What follows belongs to an exercise in optimizing a design on an open flow for small area, a short achievable clock period and few clock cycles; a production flow would make more cautious choices.
Function was checked by simulation only, so behaviour that the tests miss may differ from the original.
Power and IR drop assume default switching activity.

==> run.sh <==
#!/bin/bash
# synth_recipe.tcl (not shown) runs the flow's synth.tcl, then flattens the netlist and writes it again
# the make line also repeats each setting of config.mk as NAME=value (left out here)
make -C /OpenROAD-flow-scripts/flow DESIGN_CONFIG=/design/flow/config.mk WORK_HOME=/design/flow/orfs CLKGATE_MAP_FILE= SYNTH_SCRIPT=/design/flow/synth_recipe.tcl finish
==> config.mk <==
export PLATFORM = sky130hd
export DESIGN_NAME = top
export DESIGN_NICKNAME = top
export VERILOG_FILES = /design/flow/design.v
export SDC_FILE = /design/flow/constraint.sdc
export NUM_CORES = 4
export LEC_CHECK = 0
export CAP_MARGIN = 20
export CORE_MARGIN = 2
export CORE_UTILIZATION = 40
export PLACE_DENSITY = 0.7
export SETUP_SLACK_MARGIN = 4.0
export SLEW_MARGIN = 20
==> constraint.sdc <==
create_clock -name core_clock -period 7.0 [get_ports {clk}]
set_input_delay 1.4000 -clock core_clock [delete_from_list [all_inputs] [get_ports {clk}]]
set_output_delay 1.4000 -clock core_clock [all_outputs]
set_load 0.01 [all_outputs]
==> design.v <==
`timescale 1ns / 1ps
module top(clk,rst,imem_addr,imem_data,led,halted);
        input clk;
        input rst;
        output [0:7] imem_addr;
        input [0:31] imem_data;
        output [0:7] led;
        output halted;
        wire [31:0] ins = imem_data;
        wire [5:0] op  = ins[31:26];
        wire [4:0] rs  = ins[25:21];
        wire [4:0] rt  = ins[20:16];
        wire [4:0] rd  = ins[15:11];
        wire [7:0] imm = ins[7:0];
        wire [5:0] fn  = ins[5:0];
        reg  [7:0] R [0:31];
        reg  [7:0] pc;
        reg  [7:0] x_a, x_b;           
        reg  [7:0] x_alt;              
        reg  [4:0] x_dst;
        reg        x_we, x_lw, x_slt, x_w2, x_br, x_bne, x_pt;
        wire [7:0] sum = x_a + x_b;
        reg [7:0] rom;
        always @(*) begin
                case (sum)
                8'd0: rom = 8'b10011100;
                8'd1: rom = 8'b10001111;
                8'd2: rom = 8'b01110000;
                8'd3: rom = 8'b00111011;
                8'd4: rom = 8'b00100000;
                8'd5: rom = 8'b01010000;
                8'd6: rom = 8'b00000111;
                8'd7: rom = 8'b00001000;
                8'd8: rom = 8'b00001001;
                8'd9: rom = 8'b00001010;
                8'd10: rom = 8'b00000110;
                default: rom = 8'b00000000;
                endcase
        end
        wire lt = $signed(x_a) < $signed(x_b);
        wire [7:0] res = x_lw  ? rom :
                         x_slt ? {7'b0, lt} : sum;
        wire eq = (x_a == x_b);
        wire miss = x_br & (eq ^ x_bne ^ x_pt);
        wire stop = (pc >= 8'd14);
        wire d_lw   = op[5];                           
        wire d_addi = op[3];                           
        wire d_jal  = op[1] & ~op[5];                  
        wire d_br   = op[2];                           
        wire d_bne  = op[2] & op[0];                   
        wire d_r    = ~(op[5] | op[3] | op[2] | op[1]);  
        wire d_jr   = d_r & ~fn[5];                    
        wire d_slt  = d_r & fn[5] & fn[1];             
        wire d_we   = d_lw | d_addi | d_jal | (d_r & fn[5]);
        wire [4:0] d_dst = d_r ? rd : d_jal ? 5'd31 : rt;
        wire d_imm  = d_lw | d_addi;
        wire d_pt   = imm[7];                          
        wire fwd_a  = x_we & (x_dst == rs);
        wire fwd_b  = x_we & (x_dst == rt);
        wire fwd_31 = x_we & (x_dst == 5'd31);
        wire [7:0] rf_a = R[rs];
        wire [7:0] rf_b = R[rt];
        wire [7:0] d_a = fwd_a ? res : rf_a;
        wire [7:0] d_b = fwd_b ? res : rf_b;
        wire [7:0] r31 = fwd_31 ? res : R[31];
        wire [7:0] pc1 = pc + 8'd1;
        wire [7:0] pci = pc + imm;
        wire [7:0] npc = d_jr ? r31 : d_jal ? imm : (d_br & d_pt) ? pci : pc1;
        assign imem_addr = pc;
        assign halted = stop & ~x_br & ~x_w2;
        assign led = R[2];
        always @(posedge clk) begin
                if (rst | miss | stop) begin
                        x_we  <= 1'b0;
                        x_lw  <= 1'b0;
                        x_slt <= 1'b0;
                        x_w2  <= 1'b0;
                        x_br  <= 1'b0;
                        if (rst) pc <= 8'd12;
                        else if (miss) pc <= x_alt;
                end
                else begin
                        x_we  <= d_we;
                        x_lw  <= d_lw;
                        x_slt <= d_slt;
                        x_w2  <= d_we & (d_dst == 5'd2);
                        x_br  <= d_br;
                        pc    <= npc;
                end
                x_bne <= d_bne;
                x_pt  <= d_pt;
                x_alt <= d_pt ? pc1 : pci;
                x_dst <= d_dst;
                x_a   <= d_jal ? pc1 : d_a;
                x_b   <= d_imm ? imm : d_jal ? 8'd0 : d_b;
        end
        wire [7:0] wd = rst ? 8'd0 : res;
        genvar k;
        generate
                for (k = 0; k < 32; k = k + 1) begin : g_rf
                        always @(posedge clk)
                                if (rst | (x_we & (x_dst == k)))
                                        R[k] <= wd;
                end
        endgenerate
endmodule
==> summary.txt, run 1 <==
Mean Syn Cell Area=11.3 µm²; final WL=72400 µm; delay-heaviest family, CP=simple AND/OR/NAND/NOR gates; htree depth=2; final total power=0.00624 W; clk slew on worst S/H paths=0.06 ns; worst path buffer plus inverter count=2; die area=38900 µm²; RSZ-0062 raised after global routing=yes; largest net degree at the start of global routing=39; Pint=0.00419 W; Layout area overhead=28.4%; nets@finish=1566; Synth top area share=53.1%; final worst slack=3.89 ns; Max Cap Viol=0; ys flop type=edfxtp_1; vias in the first global route=13.2k; average vias per placed instance=7.01; status=no timing/DRC/antenna violations; Syn Nets=1388; total number of vias=14.0k; worst skew pair latency=0.55 ns; TritonCTS clock tree=yes; PD cells=326 nW/µm²; RD Place Congestion=1.06; post-layout min period=3.11 ns; worst path cell trace=buf_6 -> or3_4 -> nor2_2 -> buf_4 -> a221oi_1 -> nand3_1 -> nor2_1 -> a211oi_1 -> a221o_1; Critical Path End Type=flip-flop; Placeable Area=36700 µm²; Post-CTS Hold Buffers=0; Tightest Pin Transition=1.14 ns; initial antenna violation count=3; final hold violations=0; ys async rst share=0%; HP Class=reg2reg; part of the power in the clock network=30.1%; Buffers on Ports=46; CP Max Fanout=18; Leak=6.96 nW; first-pass GRT wire length=99500 µm; count leader, synth=edfxtp_1; Post-Syn Instances=1324; final hold slack=0.595 ns; relative slew slack=23.7%; Comb power frac=24.7%; clk sinks=300; ANT nets after route=0; Global Route Usage Sum=36.9%; clk root buf=clkbuf_16; # rows=70; synthesized area=14900 µm²; Max stage delay cell, worst path=nor2_2; DRT iter0 DRCs=2209; initial core utilization=40.7%; slowest stage delay, CP=0.50 ns; part of the Yosys area used for sequential elements=58.0%; crit path DAT=3.59 ns; Post-synth EDFFs=264; Crit Path Class=in2reg; library cells used by synthesis=72; Sequential Power Share=45.2%; setup TNS=0 ns; Post-synth top cells=edfxtp_1 (264), a22oi_1 (212), nor2_1 (131); share of cells above drive strength 1=25.6%; Remaining DRCs=0; HPWL after DPL=48400 µm; IO Pins=51; final max-slew violation count=0; WL/cell=36.2 µm; dpl ws=2.00 ns; Peak Freq=322 MHz; clock tree buffer depth=3; CTS buffer count=36; switching share of total power=33.0%; WP data required=7.48 ns; total number of yosys warnings=2; total gr overflow=0; DRT Pass-1 Iters=7; Layout Skew=0.0333 ns; Max rail drop VDD=0.000178 V; Yosys top cell by area=edfxtp_1; die height=197 µm; critical path launch point type=primary input; Final setup viols=0; final critical-path share of the clock period=44.4%; ranking of synthesized cells by area=edfxtp_1 (53%), a22oi_1 (11%), dfxtp_1 (4.8%); Die X-Extent=197 µm; Net Switching=0.00206 W; #FFs+latches synth=300
## cell type report
| type | instances | area (µm²) |
|---|---|---|
| antenna | 2 | 5.00 |
| clock buffer | 46 | 1000 |
| clock inverter | 18 | 163 |
| fill | 3122 | 17500 |
| inverter | 27 | 101 |
| multi-input combinational | 948 | 6900 |
| sequential | 300 | 8650 |
| tap | 468 | 586 |
| timing repair buffer | 189 | 1760 |
## worst min-delay path, cell delays in order, from the launching register on
cell     delay, ns
dfxtp_1       0.31
a31oi_1       0.10
o21ai_1       0.08
## power groups by stage
stage               sequential, W  clock [W]  combinational [W]
finish                    0.00282    0.00188            0.00154
global route              0.00285    0.00194            0.00162
CTS                       0.00280    0.00188            0.00137
detailed placement        0.00285          0            0.00122
global placement          0.00285          0            0.00119
floorplan                 0.00272          0           0.000749
## sequential cells by signal (all words and copies together), names as in the netlist, 5 cells and up
name / cells
x_a: 8
R: 256
pc: 8
x_dst: 5
x_alt: 8
x_b: 8
## through the flow
| stage | cells | util [%] | area [µm²] |
|---|---|---|---|
| CTS | 1949 | 50.2 | 18400 |
| floorplan | 1324 | - | 15000 |
| global placement | 1845 | 44.3 | 16300 |
| finish | 1998 | 52.2 | 19200 |
| detailed placement | 1848 | 44.4 | 16300 |
| global route | 1996 | 52.2 | 19200 |
## timing repair
item | 4_1_cts | 5_1_grt
endpoints found under the setup margin | 444 | 475
setup buffers | 35 | 46
gates cloned | 2 | 1
endpoints found under the hold margin | 0 | 0
resized for setup | 239 | 85
pin swaps | 26 | 34
## per-layer routing
metal  wire [µm]  GRT usage [%]
met4        6790           26.8
met1       24200           43.8
met2       30600           55.4
met3       10800           13.4
met5          10              0
## cells in the final DEF (no fill, tap or decap), types with 10 or more instances in the layout
master           netlist  final
edfxtp_1             264    264
a22oi_1              212    205
buf_4                  0    119
nand2_1              126    105
nor2_1               131     78
clkbuf_16              0     39
nand3_1               39     37
dfxtp_1               36     36
nand4_1               35     35
a21oi_1               36     31
nor2_4                 0     31
o21ai_0               40     28
inv_1                 27     25
nor3_1                33     25
nor2_2                 1     24
ha_1                  29     23
nand2_2                0     20
clkdlybuf4s50_1        0     19
xnor2_1               18     15
buf_12                 0     15
buf_6                  1     14
o211ai_1              13     13
nand2b_1              17     12
xor2_1                13     12
nor2b_1               12     10
## final timing paths
path | cells past startpoint | from | slack, ns | end
worst max-delay path | 9 | imem_data[14] | 3.89 | x_b[6]$_DFF_P_
worst min-delay path | 2 | x_alt[1]$_DFF_P_ | 0.60 | pc[1]$_DFFE_PP_
worst max register to register | 9 | x_b[4]$_DFF_P_ | 4.09 | pc[2]$_DFFE_PP_
worst min register to register | 2 | x_alt[1]$_DFF_P_ | 0.60 | pc[1]$_DFFE_PP_
## kinds of logic (layout without fill, tap and decap cells)
| group | count (synthesis) | in the layout | synth area share, % |
|---|---|---|---|
| AO/OA/AOI/OAI | 405 | 405 | 19.6 |
| XOR/XNOR | 31 | 31 | 1.82 |
| adder cells (fa/ha/maj) | 30 | 30 | 2.57 |
| buffers and inverters | 78 | 280 | 2.17 |
| flip-flops | 300 | 300 | 58.0 |
| multiplexers | 8 | 8 | 0.554 |
| other | 0 | 2 | 0 |
| AND/OR/NAND/NOR | 472 | 474 | 15.3 |
Testbench counts, summed over its fixed seeds: cycles 53,224.
==> run 2, diff against run 1 <==
--- a/config.mk
+++ b/config.mk
@@ -9,5 +9,6 @@
 export CORE_MARGIN = 2
 export CORE_UTILIZATION = 40
-export PLACE_DENSITY = 0.7
+export CTS_CLUSTER_DIAMETER = 100
+export CTS_CLUSTER_SIZE = 25
 export SETUP_SLACK_MARGIN = 4.0
 export SLEW_MARGIN = 20
==> run 2 against run 1 <==
Effect of this change:
- still clean
- design area fell by 3.8%
- fmax shrank 2.1%
- combinational power is essentially flat
- hold slack got worse by 0.019 ns
- sequential share of layout area is 1.8 points higher
- non-clock buffer count fell by 11
- via count shrank 2.6%
- wire length up 1.1%
- critical path type unchanged
- critical endpoint is now x_a[6]$_DFF_P_
- largest power group unchanged
==> summary.txt, run 2 <==
TritonCTS clock tree=yes; dpl ws=1.86 ns (-0.137 ns); WHS Endpoint=pc[1]$_DFFE_PP_; Critical Path End Type=flip-flop; final hold violations=0 (unchanged); Remaining DRCs=0 (unchanged); Syn Nets=1388 (unchanged); ys flop type=edfxtp_1; most common cell after layout, fill and taps aside=edfxtp_1; clk root buf=clkbuf_16; final max-slew violation count=0 (unchanged); Largest register FFs=256 (unchanged); Max Cap Viol=0 (unchanged); #FFs+latches synth=300 (unchanged); IO Pins=51 (unchanged); Peak Freq=315 MHz (-2.1%); largest family of logic cells by synthesized area=compound AO/OA/AOI/OAI gates; final critical-path share of the clock period=45.4% (+0.94 points); average vias per placed instance=7.00 (-0.10%); share of cells above drive strength 1=23.3% (-2.3 points); post-layout min period=3.18 ns (+0.0660 ns); simple-gate area share of the yosys netlist=15.3% (unchanged); ranking of synthesized cells by area=edfxtp_1 (53%), a22oi_1 (11%), dfxtp_1 (4.8%); Global Route Usage Sum=37.1% (+0.23 points); DRT Pass-1 Iters=7 (unchanged); HPWL after DPL=49700 µm (+2.6%); hold path cells=2 (unchanged); Post-synth top cells=edfxtp_1 (264), a22oi_1 (212), nor2_1 (131); Die X-Extent=197 µm (unchanged); Final setup viols=0 (unchanged); Synth Area in XOR/XNOR=1.82% (unchanged); RSZ-0062 raised after global routing=yes; DRT iter0 DRCs=2176 (-1.5%); initial antenna violation count=1 (-2); Synth top area share=53.1% (unchanged); CTS buffer count=16 (-56%); WP data required=7.44 ns (-0.04 ns); Layout Skew=0.0328 ns (-0.000462 ns); RD Place Congestion=1.04 (-2.4%); relative slew slack=21.0% (-2.7 points); Worst R2R Setup Slack=4.12 ns (+0.03 ns); PD cells=298 nW/µm² (-8.4%); FF-to-FF Start=x_b[1]$_DFF_P_; CP Max Fanout=5 (-13); met3 wire len=9520 µm (-12%); WL/cell=37.6 µm (+3.7%); Most flops, register=R; count leader, synth=edfxtp_1; Placeable Area=36700 µm² (unchanged); crit path DAT=3.61 ns (+0.02 ns); ys async rst share=0% (unchanged); die height=197 µm (unchanged); worst r2r dst=R[22][0]$_DFFE_PP_; met2 wire len=31400 µm (+2.8%); synthesized area=14900 µm² (unchanged); Post-Syn Instances=1324 (unchanged); Mean Syn Cell Area=11.3 µm² (unchanged); initial core utilization=40.7% (unchanged); Layout area overhead=23.5%; total number of yosys warnings=2 (unchanged); Yosys top cell by area=edfxtp_1; clk sinks=300 (unchanged); final WL=73200 µm (+1.1%); part of the Yosys area used for sequential elements=58.0% (unchanged); worst r2r path cells=10 (+1); Leak=6.61 nW (-5.0%); first-pass GRT wire length=99400 µm (-0.14%); ANT nets after route=0 (unchanged); met1 wire length=26800 µm (+11%); setup TNS=0 ns (unchanged); clock tree buffer depth=3 (unchanged); largest net degree at the start of global routing=33 (-15%); HP Class=reg2reg; Synth Area in Adders=2.57% (unchanged); nets@finish=1533 (-2.1%); vias in the first global route=12.7k (-3.9%); final worst slack=3.82 ns (-0.0660 ns); Tightest Pin Transition=1.18 ns (+0.0407 ns); total number of vias=13.6k (-2.6%); Synth Area in Compound Gates=19.6% (unchanged); min-delay src=x_alt[1]$_DFF_P_; Max rail drop VDD=0.000192 V (+8.3%); Buffers on Ports=46 (unchanged); Worst Setup SP=imem_data[8]; status=no timing/DRC/antenna violations; library cells used by synthesis=72 (unchanged); Crit Path Class=in2reg; commonest cells after routing, fill and taps aside=edfxtp_1 (264), a22oi_1 (204), buf_4 (115), nand2_1 (106), nor2_1 (83); die area=38900 µm² (unchanged); Post-CTS Hold Buffers=0 (unchanged); uppermost routed layer=met5; Post-synth EDFFs=264 (unchanged); clk slew on worst S/H paths=0.11 ns (+0.05 ns); total gr overflow=0 (unchanged); worst skew pair latency=0.55 ns (about the same); htree depth=1 (-1); final core utilization=50.2% (-2.0 points); critical path launch point type=primary input; # rows=70 (unchanged); mux cell area share after synthesis=0.554% (unchanged)
[run 2: cell counts after synthesis]
Identical to the previous run, type by type.
[run 2: layout make-up]
| class | count | area (µm²) |
|---|---|---|
| Inverter | 27 | 101 |
| Tap cell | 468 | 586 |
| Antenna cell | 1 | 2.50 |
| Clock buffer | 25 | 480 |
| Sequential cell | 300 | 8650 |
| Clock inverter | 3 | 28.8 |
| Multi-Input combinational cell | 946 | 6920 |
| Fill cell | 3320 | 18300 |
| Timing Repair Buffer | 178 | 1660 |
[run 2: layer usage]
metal | vias up | global-route usage [%]
met4 | 4 | 20.9
met1 | 6645 | 47.4
met2 | 1174 | 56.4
met3 | 289 | 11.2
li1 | 5523 | -
met5 | - | 0
[run 2: worst max-delay path by stage]
stage	to	slack, ns	depth (start not counted)
after floorplan	pc[6]$_DFFE_PP_	3.98	10
after global placement	x_a[0]$_DFF_P_	1.83	8
after detailed placement	x_a[0]$_DFF_P_	1.86	8
after CTS	halted	3.90	3
after global routing	halted	3.85	5
final	x_a[6]$_DFF_P_	3.82	9
[run 2: worst max-delay path, cell delays in order]
cell	delay, ns
buf_8	0.11
buf_12	0.13
or3b_4	0.31
nor2_4	0.09
a222oi_1	0.65
nand3_1	0.28
nor3_4	0.22
a211oi_2	0.12
a221o_1	0.29
[run 2: cell families after synthesis]
| logic type | Yosys count |
|---|---|
| adder cells (fa/ha/maj) | 30 |
| AND/OR/NAND/NOR | 472 |
| AO/OA/AOI/OAI | 405 |
| flip-flops | 300 |
| buffers and inverters | 78 |
| XOR/XNOR | 31 |
| multiplexers | 8 |
[run 2: stage by stage]
| stage | total power [W] | std cells | cell area [µm²] | hold slack (ns) |
|---|---|---|---|---|
| floorplan | 0.00347 | 1324 | 15000 | 0.515 |
| global placement | 0.00411 | 1850 | 16300 | 0.554 |
| detailed placement | 0.00412 | 1851 | 16300 | 0.563 |
| CTS | 0.00532 | 1924 | 17900 | 0.584 |
| global route | 0.00566 | 1947 | 18400 | 0.590 |
| finish | 0.00550 | 1948 | 18400 | 0.576 |
[run 2: power by group]
group	total [W]	switching [W]	internal (W)	leakage, nW
registers	0.00284	0.000326	0.00252	2.99
clock network	0.00112	0.000633	0.000487	0.244
logic	0.00153	0.000978	0.000556	3.37
[run 2: what timing repair did]
action	CTS	global route
endpoints found under the setup margin	474	308
resized for setup	231	82
setup buffers	42	22
pin swaps	30	32
cloned	3	1
==> run 3, diff against run 2 <==
--- a/config.mk
+++ b/config.mk
@@ -9,6 +9,6 @@
 export CORE_MARGIN = 2
 export CORE_UTILIZATION = 40
-export CTS_CLUSTER_DIAMETER = 100
-export CTS_CLUSTER_SIZE = 25
+export CTS_CLUSTER_DIAMETER = 80
+export CTS_CLUSTER_SIZE = 20
 export SETUP_SLACK_MARGIN = 4.0
 export SLEW_MARGIN = 20
==> run 3 against run 2 <==
Effect of this change:
- still clean on timing, DRC and antenna
- synthesized area unchanged
- design area up 1.0%
- sequential cell count unchanged
- clock skew down 0.0084 ns
- first-iteration DRC count down 5.9%
- critical path depth down 8
- wire length up 0.27%
- sequential share of layout area down 0.47 points
- global-route usage up 0.22 points
- sequential power about the same
- via count up 0.45%
==> summary.txt, run 3 <==
status=no timing/DRC/antenna violations; Post-Syn Instances=1324 (unchanged); total number of yosys warnings=2 (unchanged); share of cells above drive strength 1=23.9% (+0.65 points); ys async rst share=0% (unchanged); Sequential Power Share=49.6% (-2.1 points); Comb power frac=26.5% (-1.4 points); synthesized area=14900 µm² (unchanged); Max rail drop VDD=0.000187 V (-2.6%); WL/cell=37.6 µm (about the same); Die X-Extent=197 µm (unchanged); #FFs+latches synth=300 (unchanged); Pint=0.00372 W (+4.6%); Most flops, register=R; Net Switching=0.00201 W (+3.7%); total gr overflow=0 (unchanged); critical path launch point type=flip-flop; IO Pins=51 (unchanged); initial core utilization=40.7% (unchanged); HPWL after DPL=49700 µm (unchanged); CP Max Fanout=5 (unchanged); Global Route Usage Sum=37.4% (+0.22 points); commonest cells after routing, fill and taps aside=edfxtp_1 (264), a22oi_1 (202), buf_4 (111), nand2_1 (106), nor2_1 (81); clock tree buffer depth=3 (unchanged); Worst Setup SP=pc[6]$_DFFE_PP_; Buffers on Ports=46 (unchanged); htree depth=1 (unchanged); average vias per placed instance=7.01 (+0.20%); Max stage delay cell, worst path=clkdlybuf4s50_1; Peak Freq=323 MHz (+2.5%); Post-synth top cells=edfxtp_1 (264), a22oi_1 (212), nor2_1 (131); Critical Path End Type=output pin; Worst R2R Setup Slack=4.12 ns (about the same); first-pass GRT wire length=99600 µm (+0.28%); die area=38900 µm² (unchanged); clk sinks=300 (unchanged); HP Class=reg2reg; worst path cell trace=clkdlybuf4s50_1; total number of vias=13.7k (+0.45%); vias in the first global route=12.7k (+0.14%); Area after DPL=16300 µm² (unchanged); final WL=73400 µm (+0.27%); worst r2r dst=R[19][0]$_DFFE_PP_; relative slew slack=24.3% (+3.2 points); WP data required=5.60 ns (-1.84 ns); final critical-path share of the clock period=44.3% (-1.1 points); switching share of total power=35.0% (-0.19 points); ys flop type=edfxtp_1; hold path cells=2 (unchanged); Post-synth EDFFs=264 (unchanged); Leak=6.70 nW (+1.3%); # rows=70 (unchanged); Max Cap Viol=0 (unchanged); FF-to-FF Start=x_b[2]$_DFF_P_; ranking of synthesized cells by area=edfxtp_1 (53%), a22oi_1 (11%), dfxtp_1 (4.8%); Yosys top cell by area=edfxtp_1; worst r2r path cells=10 (unchanged); PD cells=308 nW/µm² (+3.2%); final max-slew violation count=0 (unchanged); DRT Pass-1 Iters=6 (-1); Largest register FFs=256 (unchanged); Synth top area share=53.1% (unchanged); worst path buffer plus inverter count=1 (-1); Remaining DRCs=0 (unchanged); Tightest Pin Transition=1.14 ns (-0.0487 ns); Crit Path Class=reg2out; final hold violations=0 (unchanged); worst skew pair latency=0.57 ns (+0.02 ns); WHS Endpoint=pc[0]$_DFFE_PP_; initial antenna violation count=0 (-1); Layout area overhead=24.8%; most common cell after layout, fill and taps aside=edfxtp_1; DRT iter0 DRCs=2047 (-5.9%); part of the power in the clock network=23.8% (+3.4 points); Syn Nets=1388 (unchanged); TritonCTS clock tree=yes; clk root buf=clkbuf_16; Mean Syn Cell Area=11.3 µm² (unchanged); nets@finish=1535 (+0.13%); ANT nets after route=0 (unchanged); largest net degree at the start of global routing=33 (unchanged); RD Place Congestion=1.04 (unchanged); post-layout min period=3.10 ns (-0.0776 ns); RSZ-0062 raised after global routing=yes; min-delay src=x_alt[0]$_DFF_P_; Placeable Area=36700 µm² (unchanged); part of the Yosys area used for sequential elements=58.0% (unchanged); library cells used by synthesis=72 (unchanged); delay-heaviest family, CP=buffers and inverters; count leader, synth=edfxtp_1; slowest stage delay, CP=0.60 ns (-0.05 ns); setup TNS=0 ns (unchanged); CTS buffer count=22 (+6); Layout Skew=0.0245 ns (-0.00837 ns); WP depth=1 (-8); die height=197 µm (unchanged); crit path DAT=1.70 ns (-1.91 ns); final total power=0.00573 W (+4.3%); final instance area=18600 µm² (+1.0%); Final setup viols=0 (unchanged); Inserted Diodes=0 (-1); clk slew on worst S/H paths=0.09 ns (-0.02 ns); final hold slack=0.587 ns (+0.0101 ns)
-- run 3: cell count changes in the layout (fill, tap and decap cells not counted), moves of 2 or more --
| cell | before | now |
|---|---|---|
| inv_6 | 0 | 2 |
| a22oi_1 | 204 | 202 |
| a22oi_2 | 9 | 11 |
| nor2_2 | 17 | 20 |
| clkinv_4 | 0 | 3 |
| buf_4 | 115 | 111 |
| nor3_4 | 5 | 7 |
| nor2_1 | 83 | 81 |
| nor3_2 | 4 | 2 |
| clkbuf_16 | 19 | 24 |
| clkbuf_1 | 6 | 4 |
-- run 3: kinds of logic after synthesis --
logic type	share of synthesized area, %
XOR/XNOR	1.82
adder cells (fa/ha/maj)	2.57
AND/OR/NAND/NOR	15.3
multiplexers	0.554
AO/OA/AOI/OAI	19.6
buffers and inverters	2.17
flip-flops	58.0
-- run 3: area by class of cell --
type                            count  area [µm²]
Multi-Input combinational cell    946        6940
Fill cell                        3271       18100
Clock inverter                     11         128
Inverter                           27         101
Clock buffer                       27         591
Tap cell                          468         586
Timing Repair Buffer              174        1620
Sequential cell                   300        8650
-- run 3: stage by stage --
step / util [%] / setup slack (ns) / instances
6_report: 50.7 / 3.90 / 1953
3_5_place_dp: 44.4 / 1.86 / 1851
5_1_grt: 50.7 / 3.81 / 1953
4_1_cts: 49.2 / 3.89 / 1932
2_1_floorplan: - / 3.98 / 1324
3_3_place_gp: 44.4 / 1.83 / 1850
-- run 3: power by group through the flow --
stage / registers, W / clock network (W) / logic [W]
2_1_floorplan: 0.00272 / 0 / 0.000749
3_3_place_gp: 0.00288 / 0 / 0.00123
3_5_place_dp: 0.00288 / 0 / 0.00124
4_1_cts: 0.00283 / 0.00136 / 0.00139
5_1_grt: 0.00287 / 0.00142 / 0.00161
6_report: 0.00285 / 0.00137 / 0.00152
-- run 3: repair_timing --
| item | CTS | global route |
|---|---|---|
| setup endpoints to repair | 474 | 295 |
| setup buffers | 40 | 20 |
| cloned | 3 | 1 |
| endpoints found under the hold margin | 0 | 0 |
| gates resized for setup | 230 | 81 |
| pin swaps | 29 | 30 |
| hold buffers | 0 | 0 |
-- run 3: how the worst max path moves through the flow --
stage	endpoint	slack, ns
floorplan	pc[6]$_DFFE_PP_	3.98
global placement	x_a[0]$_DFF_P_	1.83
detailed placement	x_a[0]$_DFF_P_	1.86
CTS	halted	3.89
global route	halted	3.81
finish	imem_addr[1]	3.90
-- run 3: routing by layer --
layer  wire length (µm)  global-route usage (%)  vias to the layer above
li1                   -                       -                     5535
met1              26700                    47.6                     6630
met2              31400                    56.6                     1242
met3               9890                    11.6                      290
met4               5430                    21.0                        0
met5                  0                       0                        -
==> run 4, diff against run 3 <==
--- a/config.mk
+++ b/config.mk
@@ -11,4 +11,4 @@
 export CTS_CLUSTER_DIAMETER = 80
 export CTS_CLUSTER_SIZE = 20
-export SETUP_SLACK_MARGIN = 4.0
+export SETUP_SLACK_MARGIN = 4.2
 export SLEW_MARGIN = 20
==> run 4 against run 3 <==
Effect of this change:
- sequential power is essentially flat
- critical path type is now in2reg
- clock skew shrank 0.0062 ns
- still clean on timing, DRC and antenna
- sequential cell count is the same
- synthesized area is the same
- non-clock buffer count grew 133
==> summary.txt, run 4 <==
status=no timing/DRC/antenna violations; Post-CTS Hold Buffers=0 (unchanged); Layout Skew=0.0183 ns (-0.00617 ns); Worst R2R Setup Slack=4.23 ns (+0.11 ns); IO Pins=51 (unchanged); setup TNS=0 ns (unchanged); worst path buffer plus inverter count=5 (+4); Tightest Pin Transition=1.23 ns (+0.0903 ns); Crit Path Class=in2reg; clk sinks=300 (unchanged); vias in the first global route=13.6k (+6.6%); Syn Nets=1388 (unchanged); CTS buffer count=21 (-4.5%); PD cells=288 nW/µm² (-6.5%); WL/cell=38.0 µm (+1.2%); final WL=79600 µm (+8.4%); ys async rst share=0% (unchanged); share of cells above drive strength 1=34.5% (+11 points); nets@finish=1671 (+8.9%); fill count=3043 (-7.0%); Placeable Area=36700 µm² (unchanged); Die X-Extent=197 µm (unchanged); RD Place Congestion=1.02 (-2.2%); Remaining DRCs=0 (unchanged); clk root buf=clkbuf_16; Mean Syn Cell Area=11.3 µm² (unchanged); first-pass GRT wire length=107000 µm (+7.1%); count leader, synth=edfxtp_1; post-layout min period=3.17 ns (+0.0734 ns); ANT nets after route=0 (unchanged); ys flop type=edfxtp_1; Final setup viols=0 (unchanged); placed insts=1813 (-2.1%); Yosys top cell by area=edfxtp_1; crit path DAT=3.62 ns (+1.92 ns); final critical-path share of the clock period=45.3% (+1.0 points); Post-synth top cells=edfxtp_1 (264), a22oi_1 (212), nor2_1 (131); total number of vias=14.7k (+7.0%); worst path cell trace=buf_12 -> buf_12 -> buf_8 -> buf_6 -> nand3b_1 -> buf_6 -> nor2_4 -> a22oi_1 -> nand4_1 -> nor4_2 -> a211oi_2 -> a221o_1; FF-to-FF Start=x_a[1]$_DFF_P_; Layout area overhead=39.0%; DRT iter0 DRCs=2541 (+24%); die area=38900 µm² (unchanged); final std cells w/o fill=2091 (+7.1%); die height=197 µm (unchanged); slowest stage delay, CP=0.45 ns (-0.15 ns); htree depth=1 (unchanged); delay-heaviest family, CP=simple AND/OR/NAND/NOR gates; Max Cap Viol=0 (unchanged); initial core utilization=40.7% (unchanged); average vias per placed instance=7.01 (about the same); Leak=7.60 nW (+13%); final core utilization=56.5% (+5.8 points); final hold violations=0 (unchanged); min-delay src=x_alt[6]$_DFF_P_; Most flops, register=R; Largest register FFs=256 (unchanged); most common cell after layout, fill and taps aside=edfxtp_1; initial antenna violation count=1 (+1); synthesized area=14900 µm² (unchanged); commonest cells after routing, fill and taps aside=edfxtp_1 (264), a22oi_1 (184), buf_4 (183), nand2_1 (114), nor2_4 (63); Critical Path End Type=flip-flop; final total power=0.00597 W (+4.1%); worst r2r dst=R[30][4]$_DFFE_PP_; final hold slack=0.599 ns (+0.0126 ns); largest net degree at the start of global routing=33 (unchanged); WP data required=7.45 ns (+1.85 ns); worst r2r path cells=10 (unchanged); clk slew on worst S/H paths=0.09 ns (about the same); part of the Yosys area used for sequential elements=58.0% (unchanged); #FFs+latches synth=300 (unchanged); worst skew pair latency=0.56 ns (about the same); hold path cells=2 (unchanged); relative slew slack=18.2% (-6.0 points); Max stage delay cell, worst path=nor4_2; ranking of synthesized cells by area=edfxtp_1 (53%), a22oi_1 (11%), dfxtp_1 (4.8%); critical path launch point type=primary input; Max rail drop VDD=0.000182 V (-3.0%); WHS Endpoint=pc[6]$_DFFE_PP_; Peak Freq=315 MHz (-2.3%); final max-slew violation count=0 (unchanged); total number of yosys warnings=2 (unchanged); HPWL after DPL=50600 µm (+1.9%); DRT Pass-1 Iters=6 (unchanged); TritonCTS clock tree=yes; library cells used by synthesis=72 (unchanged); HP Class=reg2reg; Buffers on Ports=46 (unchanged); total gr overflow=0 (unchanged); CP Max Fanout=6 (+1); clock tree buffer depth=3 (unchanged); Post-Syn Instances=1324 (unchanged); Global Route Usage Sum=40.2% (+2.8 points); Synth top area share=53.1% (unchanged); # rows=70 (unchanged); RSZ-0062 raised after global routing=yes; Post-synth EDFFs=264 (unchanged)
-- run 4: cell counts after synthesis --
Identical to the previous run, type by type.
-- run 4: worst reg2reg max path, stage by stage (launching register included) --
cell and delay [ns]:
dfxtp_1 0.41, ha_4 0.27, nor2b_2 0.21, o21ai_2 0.13
a2111o_1 0.43, a21oi_4 0.21, and2_4 0.26, buf_4 0.13
a21oi_2 0.08, nor2_4 0.27, buf_12 0.20
-- run 4: metal layers --
| metal | vias to the layer above | part of all wire, % | track usage, % |
|---|---|---|---|
| li1 | 5811 | - | - |
| met1 | 7103 | 36 | 51.9 |
| met2 | 1358 | 40 | 56.7 |
| met3 | 382 | 15 | 14.4 |
| met4 | 0 | 8.7 | 26.7 |
| met5 | - | 0 | 0 |
-- run 4: cells by family (layout without fill, tap and decap cells) --
kind of cell	after synthesis	count (layout)	share of synthesized area [%]
muxes	8	8	0.554
buffers and inverters	78	373	2.17
xor gates and xnor gates	31	31	1.82
AOI/OAI and AO/OA	405	406	19.6
other	0	1	0
adders and majority gates	30	30	2.57
and+or+nand+nor	472	474	15.3
DFF	300	300	58.0
-- run 4: what timing repair did --
action,4_1_cts,5_1_grt
pin swaps,86,93
setup buffers,171,59
gates cloned,6,3
setup endpoints to repair,571,365
gates resized for setup,310,110
-- run 4: how the worst max path moves through the flow --
stage | start | to | slack [ns] | cells after the start
final | imem_data[9] | x_a[7]$_DFF_P_ | 3.83 | 12
after global routing | pc[1]$_DFFE_PP_ | halted | 3.82 | 4
after global placement | imem_data[10] | x_a[2]$_DFF_P_ | 2.00 | 8
after detailed placement | imem_data[6] | x_a[2]$_DFF_P_ | 1.96 | 8
after floorplan | imem_data[31] | pc[6]$_DFFE_PP_ | 3.99 | 10
after CTS | pc[0]$_DFFE_PP_ | halted | 3.89 | 5
-- run 4: stage by stage --
stage                     setup WS [ns]  instance area, µm²
after floorplan                    3.99               15700
after global placement             2.00               16500
after detailed placement           1.96               16500
after CTS                          3.89               19600
after global routing               3.82               20700
final                              3.83               20700
-- run 4: where the power goes --
group / total (W) / internal (W) / switching (W) / leakage [nW]
Sequential: 0.00287 / 0.00252 / 0.000353 / 2.99
Combinational: 0.00184 / 0.000728 / 0.00111 / 4.30
Clock: 0.00126 / 0.000577 / 0.000682 / 0.306
Total: 0.00597 / 0.00383 / 0.00214 / 7.60
-- run 4: final cells by class --
cell class / count / area (µm²) / share of cell area, %
Clock inverter: 10 / 86.3 / 0.416
Sequential cell: 300 / 8650 / 41.7
Multi-Input combinational cell: 949 / 7590 / 36.6
Inverter: 27 / 105 / 0.507
Tap cell: 468 / 586 / 2.82
Timing Repair Buffer: 307 / 3160 / 15.2
Timing Repair inverter: 1 / 7.51 / 0.0362
Clock buffer: 28 / 552 / 2.66
Antenna cell: 1 / 2.50 / 0.0121
==> run 5, diff against run 4 <==
--- a/config.mk
+++ b/config.mk
@@ -6,9 +6,9 @@
 export NUM_CORES = 4
 export LEC_CHECK = 0
-export CAP_MARGIN = 20
+export CAP_MARGIN = 10
 export CORE_MARGIN = 2
 export CORE_UTILIZATION = 40
 export CTS_CLUSTER_DIAMETER = 80
 export CTS_CLUSTER_SIZE = 20
-export SETUP_SLACK_MARGIN = 4.2
-export SLEW_MARGIN = 20
+export SETUP_SLACK_MARGIN = 3.8
+export SLEW_MARGIN = 10
==> run 5 against run 4 <==
Effect of this change:
- sequential cell count unchanged
- die area unchanged
- clock skew decreased by 0.0023 ns
- critical path type unchanged
- sequential power decreased by 1%
- power decreased by 5.6%
- critical endpoint is now x_b[2]$_DFF_P_
- register-to-register slack got worse by 0.26 ns
- still clean
- combinational power decreased by 18%
- hold slack got worse by 0.027 ns
- first-iteration DRC count decreased by 7.0%
- via count decreased by 5.5%
- fmax decreased by 3.0%
==> summary.txt, run 5 <==
RD Place Congestion=1.05 (+3.6%); Remaining DRCs=0 (unchanged); fill count=3270 (+7.5%); Syn Nets=1388 (unchanged); Layout Skew=0.0160 ns (-0.00227 ns); worst skew pair latency=0.54 ns (-0.02 ns); vias in the first global route=13.3k (-2.3%); WL/cell=37.9 µm (-0.30%); total number of vias=13.8k (-5.5%); Worst Setup SP=imem_data[14]; ys flop type=edfxtp_1; clock tree buffer depth=3 (unchanged); # rows=70 (unchanged); FF-to-FF Start=x_b[1]$_DFF_P_; Final setup viols=0 (unchanged); PD cells=299 nW/µm² (+3.9%); Largest register FFs=256 (unchanged); initial core utilization=40.7% (unchanged); commonest cells after routing, fill and taps aside=edfxtp_1 (264), a22oi_1 (205), buf_4 (146), nand2_1 (120), nor2_1 (66); WP data required=7.41 ns (-0.04 ns); CTS buffer count=21 (unchanged); initial antenna violation count=2 (+1); synthesized area=14900 µm² (unchanged); IO Pins=51 (unchanged); Leak=6.84 nW (-10%); clk slew on worst S/H paths=0.09 ns (about the same); DRT Pass-1 Iters=6 (unchanged); ys async rst share=0% (unchanged); share of cells above drive strength 1=24.3% (-10 points); count leader, synth=edfxtp_1; htree depth=1 (unchanged); total number of yosys warnings=2 (unchanged); Synth Area in Adders=2.57% (unchanged); final hold slack=0.572 ns (-0.0269 ns); Max stage delay cell, worst path=nor2_4; worst r2r dst=R[13][0]$_DFFE_PP_; worst r2r path cells=10 (unchanged); WHS Endpoint=pc[1]$_DFFE_PP_; average vias per placed instance=6.93 (-1.0%); ANT nets after route=0 (unchanged); Critical Path End Type=flip-flop; final std cells w/o fill=1996 (-4.5%); Post-Syn Instances=1324 (unchanged); library cells used by synthesis=72 (unchanged); final worst slack=3.73 ns (-0.0995 ns); nets@finish=1578 (-5.6%); Inserted Diodes=0 (-1); worst path cell trace=dlygate4sd2_1 -> buf_12 -> nand3b_1 -> buf_4 -> buf_4 -> nor2_4 -> a22oi_1 -> nand3_1 -> a211oi_1 -> a211o_1 -> o211ai_1; critical path launch point type=primary input; ranking of synthesized cells by area=edfxtp_1 (53%), a22oi_1 (11%), dfxtp_1 (4.8%); post-layout min period=3.27 ns (+0.0995 ns); Die X-Extent=197 µm (unchanged); Synth Area in Compound Gates=19.6% (unchanged); Mean Syn Cell Area=11.3 µm² (unchanged); first-pass GRT wire length=103000 µm (-3.3%); #FFs+latches synth=300 (unchanged); die height=197 µm (unchanged); Synth top area share=53.1% (unchanged); dpl ws=2.06 ns (+0.0997 ns); clk root buf=clkbuf_16; Placeable Area=36700 µm² (unchanged); Buffers on Ports=46 (unchanged); Crit Path Class=in2reg; largest family of logic cells by synthesized area=compound AO/OA/AOI/OAI gates; RSZ-0062 raised after global routing=yes; min-delay src=x_alt[1]$_DFF_P_; Max Cap Viol=0 (unchanged); final max-slew violation count=0 (unchanged); crit path DAT=3.68 ns (+0.06 ns); placed insts=1850 (+2.0%); Global Route Usage Sum=38.8% (-1.4 points); Layout area overhead=26.3%; hold path cells=2 (unchanged); Post-synth top cells=edfxtp_1 (264), a22oi_1 (212), nor2_1 (131); final critical-path share of the clock period=46.7% (+1.4 points); die area=38900 µm² (unchanged); Post-synth EDFFs=264 (unchanged); relative slew slack=24.3% (+6.0 points); TritonCTS clock tree=yes; most common cell after layout, fill and taps aside=edfxtp_1; setup TNS=0 ns (unchanged); final WL=75700 µm (-4.8%); area of the multi-input gates=6870 µm² (-9.4%); HP Class=reg2reg; clk sinks=300 (unchanged); CP Max Fanout=11 (+5); Worst R2R Setup Slack=3.97 ns (-0.26 ns); largest net degree at the start of global routing=39 (+18%); Yosys top cell by area=edfxtp_1; simple-gate area share of the yosys netlist=15.3% (unchanged); DRT iter0 DRCs=2363 (-7.0%); status=no timing/DRC/antenna violations; final hold violations=0 (unchanged); slowest stage delay, CP=0.43 ns (-0.02 ns); Peak Freq=306 MHz (-3.0%); mux cell area share after synthesis=0.554% (unchanged); part of the Yosys area used for sequential elements=58.0% (unchanged); crit-path most repeated cell=buf_4; Tightest Pin Transition=1.14 ns (-0.0906 ns); Most flops, register=R; Reg area=8650 µm² (unchanged); total gr overflow=0 (unchanged); HPWL after DPL=50900 µm (+0.61%); final core utilization=51.3% (-5.2 points); Synth Area in XOR/XNOR=1.82% (unchanged); Max rail drop VDD=0.000172 V (-5.3%)
## run 5: layout make-up
type,count,share of cell area [%]
clock inverters,8,0.372
well taps,468,3.11
inverters,27,0.538
clock buffers,29,3.11
multi-input cells,947,36.5
repair buffers,217,10.5
flip-flops and latches,300,45.9
## run 5: how the worst max path moves through the flow
stage	to	cells past startpoint
2_1_floorplan	pc[6]$_DFFE_PP_	10
6_report	x_b[2]$_DFF_P_	11
3_5_place_dp	x_b[3]$_DFF_P_	9
4_1_cts	x_b[3]$_DFF_P_	9
3_3_place_gp	x_a[4]$_DFF_P_	9
5_1_grt	x_b[7]$_DFF_P_	10
## run 5: worst max-delay path: cells and delay by family
family | cells | cell delay, ns
AND/OR/NAND/NOR | 3 | 0.82
AO/OA/AOI/OAI | 4 | 0.76
buffers and inverters | 4 | 0.71
## run 5: logic make-up after synthesis
kind of cell | Yosys count
simple gates | 472
xor+xnor | 31
fa+ha+maj | 30
flops | 300
buf+inv | 78
mux | 8
compound gates | 405
## run 5: routing by layer
layer	part of all wire, %	vias to the layer above	track usage [%]
met5	0.059	-	0
met4	8.2	2	23.8
met3	14	344	11.7
met2	42	1180	58.5
met1	36	6692	48.9
li1	-	5624	-
## run 5: power breakdown
group          switching, W  internal (W)
clock network      0.000684      0.000606
logic              0.000975      0.000536
registers          0.000313       0.00252
## run 5: through the flow
step	instance area (µm²)	total power, W
floorplan	14900	0.00346
detailed placement	16300	0.00411
CTS	18600	0.00550
global route	18800	0.00580
finish	18800	0.00563
global placement	16300	0.00411
## run 5: what timing repair did
action,in CTS,in global routing
setup endpoints to repair,234,150
buffers inserted,77,27
gates cloned,4,1
gates resized for setup,237,37
pin swaps,45,13
hold buffers,0,0
==> run 6, diff against run 5 <==
--- a/config.mk
+++ b/config.mk
@@ -11,4 +11,4 @@
 export CTS_CLUSTER_DIAMETER = 80
 export CTS_CLUSTER_SIZE = 20
-export SETUP_SLACK_MARGIN = 3.8
+export SETUP_SLACK_MARGIN = 3.5
 export SLEW_MARGIN = 10
==> run 6 against run 5 <==
Effect of this change:
- global-route usage decreased by 1.4 points
- synthesized cell count unchanged
- still clean
- sequential share of layout area increased by 3.9 points
- critical endpoint is now x_a[0]$_DFF_P_
- clock power increased by 3%
- highest routed layer is now met4
- worst setup slack got worse by 0.34 ns
==> summary.txt, run 6 <==
ANT nets after route=0 (unchanged); TritonCTS clock tree=yes; DRT iter0 DRCs=2147 (-9.1%); Peak Freq=277 MHz (-9.5%); Critical Path Sink=x_a[0]$_DFF_P_; relative slew slack=20.0% (-4.3 points); total number of vias=13.4k (-3.5%); total number of yosys warnings=2 (unchanged); IO Pins=51 (unchanged); Max rail drop VDD=0.000189 V (+9.6%); PD cells=317 nW/µm² (+6.1%); # rows=70 (unchanged); Syn Nets=1388 (unchanged); worst skew pair latency=0.57 ns (+0.03 ns); Yosys top cell by area=edfxtp_1; first-pass GRT wire length=100000 µm (-3.1%); fill count=3411 (+4.3%); #FFs+latches synth=300 (unchanged); final max-slew violation count=0 (unchanged); Mean Syn Cell Area=11.3 µm² (unchanged); die height=197 µm (unchanged); count leader, synth=edfxtp_1; Post-Syn Instances=1324 (unchanged); post-layout min period=3.62 ns (+0.344 ns); RSZ-0062 raised after global routing=yes; clk sinks=300 (unchanged); average vias per placed instance=7.04 (+1.4%); final worst slack=3.38 ns (-0.344 ns); Inserted Diodes=0 (unchanged); Synth top area share=53.1% (unchanged); crit path DAT=3.97 ns (+0.29 ns); DRT Pass-1 Iters=6 (unchanged); Tightest Pin Transition=1.20 ns (+0.0644 ns); library cells used by synthesis=72 (unchanged); Buffers on Ports=46 (unchanged); final critical-path share of the clock period=51.6% (+4.9 points); Most flops, register=R; Post-CTS Hold Buffers=0 (unchanged); setup TNS=0 ns (unchanged); WL/cell=38.5 µm (+1.4%); Final setup viols=0 (unchanged); initial core utilization=40.7% (unchanged); total gr overflow=0 (unchanged); dpl ws=1.85 ns (-0.204 ns); CP Max Fanout=11 (unchanged); placed insts=1853 (+0.16%); RD Place Congestion=1.06 (+0.56%); Remaining DRCs=0 (unchanged); share of cells above drive strength 1=15.0% (-9.3 points); worst r2r path cells=10 (unchanged); HP Class=reg2reg; ys async rst share=0% (unchanged); die area=38900 µm² (unchanged); part of the Yosys area used for sequential elements=58.0% (unchanged); Placeable Area=36700 µm² (unchanged); ranking of synthesized cells by area=edfxtp_1 (53%), a22oi_1 (11%), dfxtp_1 (4.8%); Leak=6.15 nW (-10%); commonest cells after routing, fill and taps aside=edfxtp_1 (264), a22oi_1 (209), nand2_1 (122), nor2_1 (92), buf_4 (71); initial antenna violation count=1 (-1); Layout Skew=0.0320 ns (+0.0160 ns); htree depth=1 (unchanged); Critical Path End Type=flip-flop; worst r2r dst=R[14][0]$_DFFE_PP_; Post-synth EDFFs=264 (unchanged); final std cells w/o fill=1898 (-4.9%); CTS buffer count=22 (+4.8%); vias in the first global route=12.6k (-5.0%); Layout area overhead=16.4%; synthesized area=14900 µm² (unchanged); clk slew on worst S/H paths=0.09 ns (about the same); Worst Setup SP=imem_data[6]; Global Route Usage Sum=37.4% (-1.4 points); Crit Path Class=in2reg; WP data required=7.35 ns (-0.06 ns); Die X-Extent=197 µm (unchanged); Worst R2R Setup Slack=3.74 ns (-0.23 ns); final WL=73000 µm (-3.6%); most common cell after layout, fill and taps aside=edfxtp_1; Largest register FFs=256 (unchanged); ys flop type=edfxtp_1; HPWL after DPL=51400 µm (+0.82%); clock tree buffer depth=3 (unchanged); clk root buf=clkbuf_16; Max Cap Viol=0 (unchanged); final hold violations=0 (unchanged); Post-synth top cells=edfxtp_1 (264), a22oi_1 (212), nor2_1 (131); largest net degree at the start of global routing=33 (-15%); nets@finish=1480 (-6.2%); critical path launch point type=primary input; status=no timing/DRC/antenna violations; FF-to-FF Start=x_b[1]$_DFF_P_
run 6: changes by cell type in the layout (fill, tap and decap cells not counted), moves of 7 or more:
cell,previous run,this run
buf_12,12,0
buf_4,146,71
buf_6,9,1
nor2_1,66,92
nor2_2,21,28
nor2_4,45,12
run 6: critical path, cell delays in order:
cell and delay (ns):
buf_2 0.39, nand2b_2 0.36, nor2_1 0.08, buf_4 0.23, a22oi_1 0.28, nand4_1 0.13
nor2_1 0.13, nor4b_2 0.60, o221ai_1 0.35
run 6: logic make-up after synthesis:
kind of cell               after synthesis  share of synthesized area (%)
and+or+nand+nor                        472                           15.3
AOI/OAI and AO/OA                      405                           19.6
DFF                                    300                           58.0
buffers and inverters                   78                           2.17
xor gates and xnor gates                31                           1.82
adders and majority gates               30                           2.57
muxes                                    8                          0.554
run 6: area by class of cell:
| type | instances | area (µm²) | share of cell area (%) |
|---|---|---|---|
| Tap cell | 468 | 586 | 3.37 |
| Timing Repair inverter | 1 | 7.51 | 0.0432 |
| Clock inverter | 10 | 100 | 0.576 |
| Inverter | 27 | 105 | 0.605 |
| Clock buffer | 28 | 594 | 3.42 |
| Timing Repair Buffer | 118 | 990 | 5.70 |
| Multi-Input combinational cell | 946 | 6340 | 36.5 |
| Sequential cell | 300 | 8650 | 49.8 |
run 6: layer usage:
metal | global-route usage [%] | up-vias | routed length, µm
met3 | 9.08 | 284 | 9190
met1 | 49.2 | 6569 | 27500
met2 | 56.7 | 1091 | 30700
met4 | 21.0 | 0 | 5600
met5 | 0 | - | 0
li1 | - | 5409 | -
run 6: worst min path at each step:
stage                     depth (start not counted)          endpoint  slack (ns)        startpoint
after floorplan                                   2   pc[5]$_DFFE_PP_        0.51  x_alt[5]$_DFF_P_
after global placement                            2   pc[0]$_DFFE_PP_        0.54  x_alt[0]$_DFF_P_
after detailed placement                          2   pc[1]$_DFFE_PP_        0.57  x_alt[1]$_DFF_P_
after CTS                                         2   pc[1]$_DFFE_PP_        0.59  x_alt[1]$_DFF_P_
after global routing                              2   pc[0]$_DFFE_PP_        0.60  x_alt[0]$_DFF_P_
final                                             1  x_alt[7]$_DFF_P_        0.59   pc[7]$_DFFE_PP_
run 6: through the flow:
step           instance area, µm²  hold WS, ns  power [W]  util (%)
4_1_cts                     17300        0.593    0.00544      47.1
2_1_floorplan               14900        0.515    0.00346         -
3_5_place_dp                16300        0.570    0.00411      44.4
3_3_place_gp                16300        0.540    0.00411      44.4
5_1_grt                     17400        0.601    0.00569      47.3
6_report                    17400        0.590    0.00551      47.3
run 6: what timing repair did:
action                     CTS  global route
pin swaps                    4             6
setup endpoints to repair  254           165
gates cloned                 1             0
setup buffers                4             2
resized for setup          107            36
run 6: power breakdown:
| group | total [W] | switching, W | internal (W) |
|---|---|---|---|
| sequential | 0.00284 | 0.000323 | 0.00252 |
| combinational | 0.00133 | 0.000900 | 0.000435 |
| clock | 0.00133 | 0.000704 | 0.000626 |
==> run 7, diff against run 6 <==
--- a/config.mk
+++ b/config.mk
@@ -11,4 +11,5 @@
 export CTS_CLUSTER_DIAMETER = 80
 export CTS_CLUSTER_SIZE = 20
-export SETUP_SLACK_MARGIN = 3.5
+export SETUP_SLACK_MARGIN = 4.3
 export SLEW_MARGIN = 10
+export TNS_END_PERCENT = 5
==> run 7 against run 6 <==
Effect of this change:
- still clean
- sequential share of layout area down 7.0 points
- core utilization up 7.8 points
- clock skew decreased by 0.0066 ns
- register-to-register slack improved by 0.30 ns
- clock power barely moved
- highest routed layer is now met5
==> summary.txt, run 7 <==
slowest stage delay, CP=0.42 ns (-0.18 ns); # rows=70 (unchanged); busiest grt layer=met2; Global Route Usage Sum=38.7% (+1.3 points); Syn Nets=1388 (unchanged); Tightest Pin Transition=1.16 ns (-0.0360 ns); share of cells above drive strength 1=31.8% (+17 points); Final setup viols=0 (unchanged); Max Cap Viol=0 (unchanged); worst path cell trace=inv_2 -> ha_4 -> o211ai_1 -> a211oi_1 -> buf_2; ANT nets after route=0 (unchanged); die height=197 µm (unchanged); Layout area overhead=35.6%; Die X-Extent=197 µm (unchanged); DRT Pass-1 Iters=7 (+1); Buffers on Ports=46 (unchanged); initial antenna violation count=2 (+1); die area=38900 µm² (unchanged); ys flop type=edfxtp_1; IO Pins=51 (unchanged); placed insts=1850 (-0.16%); clk slew on worst S/H paths=0.09 ns (about the same); TritonCTS clock tree=yes; Post-CTS Hold Buffers=0 (unchanged); Post-Syn Instances=1324 (unchanged); worst skew pair latency=0.57 ns (about the same); ranking of synthesized cells by area=edfxtp_1 (53%), a22oi_1 (11%), dfxtp_1 (4.8%); CTS buffer count=22 (unchanged); WP data required=5.60 ns (-1.75 ns); relative slew slack=22.4% (+2.4 points); area of the multi-input gates=7270 µm² (+15%); HPWL after DPL=49300 µm (-3.9%); final hold violations=0 (unchanged); nets@finish=1642 (+11%); #FFs+latches synth=300 (unchanged); Most flops, register=R; met2 Track Usage GR=58.0% (+1.3 points); Reg area=8650 µm² (unchanged); final total power=0.00580 W (+5.4%); most common cell after layout, fill and taps aside=edfxtp_1; Largest register FFs=256 (unchanged); synthesized area=14900 µm² (unchanged); PD cells=287 nW/µm² (-9.5%); Placeable Area=36700 µm² (unchanged); average vias per placed instance=7.00 (-0.50%); Layout Skew=0.0254 ns (-0.00661 ns); clk sinks=300 (unchanged); Mean Syn Cell Area=11.3 µm² (unchanged); post-layout min period=3.08 ns (-0.536 ns); part of the Yosys area used for sequential elements=58.0% (unchanged); initial core utilization=40.7% (unchanged); RD Place Congestion=1.03 (-2.5%); total number of vias=14.4k (+7.9%); CP Max Fanout=2 (-9); final WL=76100 µm (+4.2%); Yosys top cell by area=edfxtp_1; Peak Freq=325 MHz (+17%); setup TNS=0 ns (unchanged); htree depth=1 (unchanged); WL/cell=37.0 µm (-3.9%); Max rail drop VDD=0.000176 V (-6.6%); critical path launch point type=flip-flop; clk root buf=clkbuf_16; first-pass GRT wire length=104000 µm (+4.3%); HP Class=reg2reg; Remaining DRCs=0 (unchanged); Crit Path Class=reg2out; count leader, synth=edfxtp_1; clock tree buffer depth=3 (unchanged); library cells used by synthesis=72 (unchanged); status=no timing/DRC/antenna violations; grt met1 use=48.1% (-1.2 points); vias in the first global route=13.8k (+9.4%); final critical-path share of the clock period=44.0% (-7.7 points); final max-slew violation count=0 (unchanged); Leak=7.42 nW (+20%); delay-heaviest family, CP=flip-flops; total number of yosys warnings=2 (unchanged); Max stage delay cell, worst path=edfxtp_1; total gr overflow=0 (unchanged); ys async rst share=0% (unchanged); DRT iter0 DRCs=2347 (+9.3%); Synth top area share=53.1% (unchanged); Post-synth top cells=edfxtp_1 (264), a22oi_1 (212), nor2_1 (131); final std cells w/o fill=2059 (+8.5%); commonest cells after routing, fill and taps aside=edfxtp_1 (264), a22oi_1 (181), buf_4 (151), nand2_1 (104), nor2_1 (76); routing usage on met3=11.4% (+2.3 points); largest net degree at the start of global routing=33 (unchanged); Critical Path End Type=output pin; RSZ-0062 raised after global routing=yes; fill count=3089 (-9.4%); worst path buffer plus inverter count=2 (unchanged); Post-synth EDFFs=264 (unchanged); crit path DAT=1.68 ns (-2.29 ns)
run 7: through the flow:
| step | instance area [µm²] | hold WS [ns] | setup WS (ns) | utilization, % |
|---|---|---|---|---|
| finish | 20200 | 0.574 | 3.92 | 55.1 |
| global route | 20200 | 0.595 | 3.88 | 55.1 |
| global placement | 16300 | 0.555 | 2.02 | 44.4 |
| floorplan | 15000 | 0.515 | 3.96 | - |
| detailed placement | 16300 | 0.560 | 2.09 | 44.4 |
| CTS | 20100 | 0.584 | 3.93 | 54.9 |
run 7: area by class of cell:
cell class | instances | area share [%]
Antenna cell | 1 | 0.0124
Clock buffer | 26 | 2.85
Clock inverter | 10 | 0.563
Inverter | 27 | 0.501
Multi-Input combinational cell | 951 | 35.9
Sequential cell | 300 | 42.8
Tap cell | 468 | 2.89
Timing Repair Buffer | 276 | 14.5
run 7: report_power, final:
group / switching [W] / leakage [nW] / total (W) / internal (W)
clock network: 0.000713 / 0.338 / 0.00133 / 0.000613
logic: 0.00102 / 4.09 / 0.00163 / 0.000614
registers: 0.000328 / 2.99 / 0.00285 / 0.00252
total: 0.00206 / 7.42 / 0.00580 / 0.00375
run 7: logic make-up after synthesis:
logic type               synth area share [%]
flip-flops                               58.0
multiplexers                            0.554
AO/OA/AOI/OAI                            19.6
buffers and inverters                    2.17
adder cells (fa/ha/maj)                  2.57
AND/OR/NAND/NOR                          15.3
XOR/XNOR                                 1.82
run 7: final timing paths:
| check | from | to | slack, ns | cells past startpoint |
|---|---|---|---|---|
| max | pc[0]$_DFFE_PP_ | halted | 3.92 | 5 |
| min | x_alt[1]$_DFF_P_ | pc[1]$_DFFE_PP_ | 0.57 | 2 |
| max reg2reg | x_b[1]$_DFF_P_ | R[4][0]$_DFFE_PP_ | 4.04 | 10 |
| min reg2reg | x_alt[1]$_DFF_P_ | pc[1]$_DFFE_PP_ | 0.57 | 2 |
run 7: worst min-delay path, cell delays in order, from the launching register on:
cell     delay, ns
dfxtp_1       0.31
a31oi_1       0.09
o21ai_1       0.07
run 7: routing by layer:
layer | up-vias | share of wire [%]
met5 | - | 0.14
met4 | 6 | 8.8
met3 | 384 | 13
met2 | 1247 | 42
met1 | 7014 | 35
li1 | 5762 | -
run 7: repair_timing:
item,4_1_cts,5_1_grt
cloned,10,3
setup buffers,159,0
pin swaps,120,1
gates resized for setup,418,19
setup endpoints to repair,567,324
==> run 8, diff against run 7 <==
--- a/config.mk
+++ b/config.mk
@@ -11,5 +11,5 @@
 export CTS_CLUSTER_DIAMETER = 80
 export CTS_CLUSTER_SIZE = 20
-export SETUP_SLACK_MARGIN = 4.3
+export SETUP_SLACK_MARGIN = 4.0
 export SLEW_MARGIN = 10
 export TNS_END_PERCENT = 5
==> run 8 against run 7 <==
Effect of this change:
- clock power about the same
- critical path depth up 4
- via count down 6.8%
- fmax down 3.7%
- sequential share of layout area up 5.3 points
- non-clock buffer count down 122
- critical path type is now in2reg
- largest cell class unchanged
- largest power group unchanged
==> summary.txt, run 8 <==
WL/cell=37.3 µm (+0.81%); status=no timing/DRC/antenna violations; Post-CTS Hold Buffers=0 (unchanged); HPWL after DPL=49800 µm (+0.98%); clk sinks=300 (unchanged); die height=197 µm (unchanged); Layout area overhead=20.7%; die area=38900 µm² (unchanged); Max Cap Viol=0 (unchanged); crit path DAT=3.66 ns (+1.98 ns); ANT nets after route=0 (unchanged); setup TNS=0 ns (unchanged); clk slew on worst S/H paths=0.09 ns (about the same); Mean Syn Cell Area=11.3 µm² (unchanged); #FFs+latches synth=300 (unchanged); total number of yosys warnings=2 (unchanged); Post-synth EDFFs=264 (unchanged); worst skew pair latency=0.57 ns (about the same); most common cell after layout, fill and taps aside=edfxtp_1; final instance area=18000 µm² (-11%); RD Place Congestion=1.07 (+4.0%); Tightest Pin Transition=1.19 ns (+0.0302 ns); RSZ-0062 raised after global routing=yes; Layout Skew=0.0242 ns (-0.00118 ns); largest net degree at the start of global routing=33 (unchanged); average vias per placed instance=6.94 (-0.85%); PD cells=314 nW/µm² (+9.3%); relative slew slack=20.4% (-2.0 points); Most flops, register=R; WP data required=7.46 ns (+1.86 ns); IO Pins=51 (unchanged); initial antenna violation count=1 (-1); initial core utilization=40.7% (unchanged); Placeable Area=36700 µm² (unchanged); final max-slew violation count=0 (unchanged); critical path launch point type=primary input; Max rail drop VDD=0.000170 V (-3.3%); CTS buffer count=23 (+4.5%); Peak Freq=313 MHz (-3.7%); Yosys top cell by area=edfxtp_1; # rows=70 (unchanged); final total power=0.00565 W (-2.7%); nets@finish=1516 (-7.7%); total number of vias=13.4k (-6.8%); Syn Nets=1388 (unchanged); final WL=72100 µm (-5.3%); clk root buf=clkbuf_16; Final setup viols=0 (unchanged); commonest cells after routing, fill and taps aside=edfxtp_1 (264), a22oi_1 (208), nand2_1 (111), buf_4 (107), nor2_1 (87); total gr overflow=0 (unchanged); CP Max Fanout=13 (+11); synthesized area=14900 µm² (unchanged); ranking of synthesized cells by area=edfxtp_1 (53%), a22oi_1 (11%), dfxtp_1 (4.8%); Critical Path End Type=flip-flop; clock tree buffer depth=3 (unchanged); htree depth=1 (unchanged); first-pass GRT wire length=98900 µm (-5.1%); Area after DPL=16300 µm² (about the same); HP Class=reg2reg; fill count=3317 (+7.4%); Buffers on Ports=46 (unchanged); Leak=6.43 nW (-13%); vias in the first global route=12.8k (-6.9%); Post-Syn Instances=1324 (unchanged); Die X-Extent=197 µm (unchanged); count leader, synth=edfxtp_1; Largest register FFs=256 (unchanged); post-layout min period=3.20 ns (+0.119 ns); Crit Path Class=in2reg; Synth top area share=53.1% (unchanged); final critical-path share of the clock period=45.7% (+1.7 points); ys flop type=edfxtp_1; Remaining DRCs=0 (unchanged); DRT iter0 DRCs=2034 (-13%); share of cells above drive strength 1=20.7% (-11 points); part of the Yosys area used for sequential elements=58.0% (unchanged); TritonCTS clock tree=yes; DRT Pass-1 Iters=6 (-1); library cells used by synthesis=72 (unchanged); ys async rst share=0% (unchanged); Post-synth top cells=edfxtp_1 (264), a22oi_1 (212), nor2_1 (131); Global Route Usage Sum=37.0% (-1.7 points); final hold violations=0 (unchanged)
[run 8: power breakdown]
| group | internal (W) | total, W | switching, W |
|---|---|---|---|
| sequential | 0.00252 | 0.00283 | 0.000315 |
| combinational | 0.000524 | 0.00145 | 0.000929 |
| clock | 0.000629 | 0.00136 | 0.000731 |
[run 8: layout make-up]
type	count	area, µm²	share of cell area [%]
flip-flops and latches	300	8650	48.0
multi-input cells	946	6640	36.8
repair buffers	154	1320	7.31
well taps	468	586	3.25
clock buffers	24	579	3.22
clock inverters	15	141	0.785
inverters	27	101	0.563
diodes	1	2.50	0.0139
[run 8: kinds of logic (layout without fill, tap and decap cells)]
logic type,after synthesis,count (layout),synth area share [%]
xor+xnor,31,31,1.82
flops,300,300,58.0
simple gates,472,472,15.3
buf+inv,78,220,2.17
other cells,0,1,0
fa+ha+maj,30,30,2.57
mux,8,8,0.554
compound gates,405,405,19.6
[run 8: final timing paths]
path,depth (start not counted),start,slack [ns],end
max,9,imem_data[9],3.80,x_a[6]$_DFF_P_
min reg2reg,2,x_alt[0]$_DFF_P_,0.58,pc[0]$_DFFE_PP_
max reg2reg,10,x_b[1]$_DFF_P_,4.05,R[6][3]$_DFFE_PP_
min,2,x_alt[0]$_DFF_P_,0.58,pc[0]$_DFFE_PP_
[run 8: critical path: stages]
cell and delay, ns:
buf_6 0.15, buf_12 0.16, or3b_4 0.19, nor2_4 0.09
a222oi_1 0.81, nand3_1 0.19, nor3_2 0.24, a211oi_1 0.15
a221o_1 0.28
[run 8: layer usage]
metal	vias to the layer above	GRT usage (%)	routed length, µm
met3	305	11.4	9460
met5	-	0	0
li1	5493	-	-
met1	6503	46.9	26100
met2	1129	55.5	30800
met4	0	22.6	5660
[run 8: stage by stage]
step           instances  setup WS (ns)  hold slack, ns  util [%]
2_1_floorplan       1324           3.92           0.515         -
3_3_place_gp        1849           1.79           0.540      44.4
3_5_place_dp        1850           1.77           0.554      44.4
4_1_cts             1927           3.78           0.574      48.6
5_1_grt             1934           3.76           0.619      49.1
6_report            1935           3.80           0.585      49.1
[run 8: repair_timing]
item,4_1_cts,5_1_grt
setup buffers,38,7
pin swaps,20,10
setup endpoints to repair,505,521
resized for setup,197,43

[re-timing with driven ports]
In the flow no input, the clock included, has a driving cell. The finished layouts below were timed again as built, in two steps. Step 1, drivers: a clkbuf_16 drives clk and a buf_2 each remaining input, both assumed. Step 2, shift: input delay + t, output delay - t, t = (earliest + latest rising clock arrival at the registers) / 2. This alone moves slack from input paths to output paths. Slacks: ideal / step 1 / step 2; pairs: ideal / step 1.
run | t, ns | setup slack, ns | slew at the worst register clock pin (ns) | worst slew at a driven data input, ns
run 1 | 0.587 | 3.890 / 3.845 / 3.318 | 0.07 / 0.07 | 0.06
run 2 | 0.589 | 3.824 / 3.837 / 3.248 | 0.12 / 0.12 | 0.06
run 3 | 0.615 | 3.901 / 3.843 / 3.312 | 0.09 / 0.09 | 0.04
run 4 | 0.609 | 3.828 / 3.824 / 3.223 | 0.09 / 0.09 | 0.15
run 5 | 0.591 | 3.728 / 3.769 / 3.178 | 0.09 / 0.09 | 0.04
run 6 | 0.606 | 3.385 / 3.421 / 2.815 | 0.09 / 0.09 | 0.04
run 7 | 0.607 | 3.920 / 3.867 / 3.372 | 0.10 / 0.10 | 0.15
run 8 | 0.607 | 3.802 / 3.796 / 3.202 | 0.09 / 0.09 | 0.05
After both steps setup and hold are still met in every run listed. For run 4, which loses most, drivers alone change the setup slack by -0.004 ns; drivers and shift together by -0.605 ns.
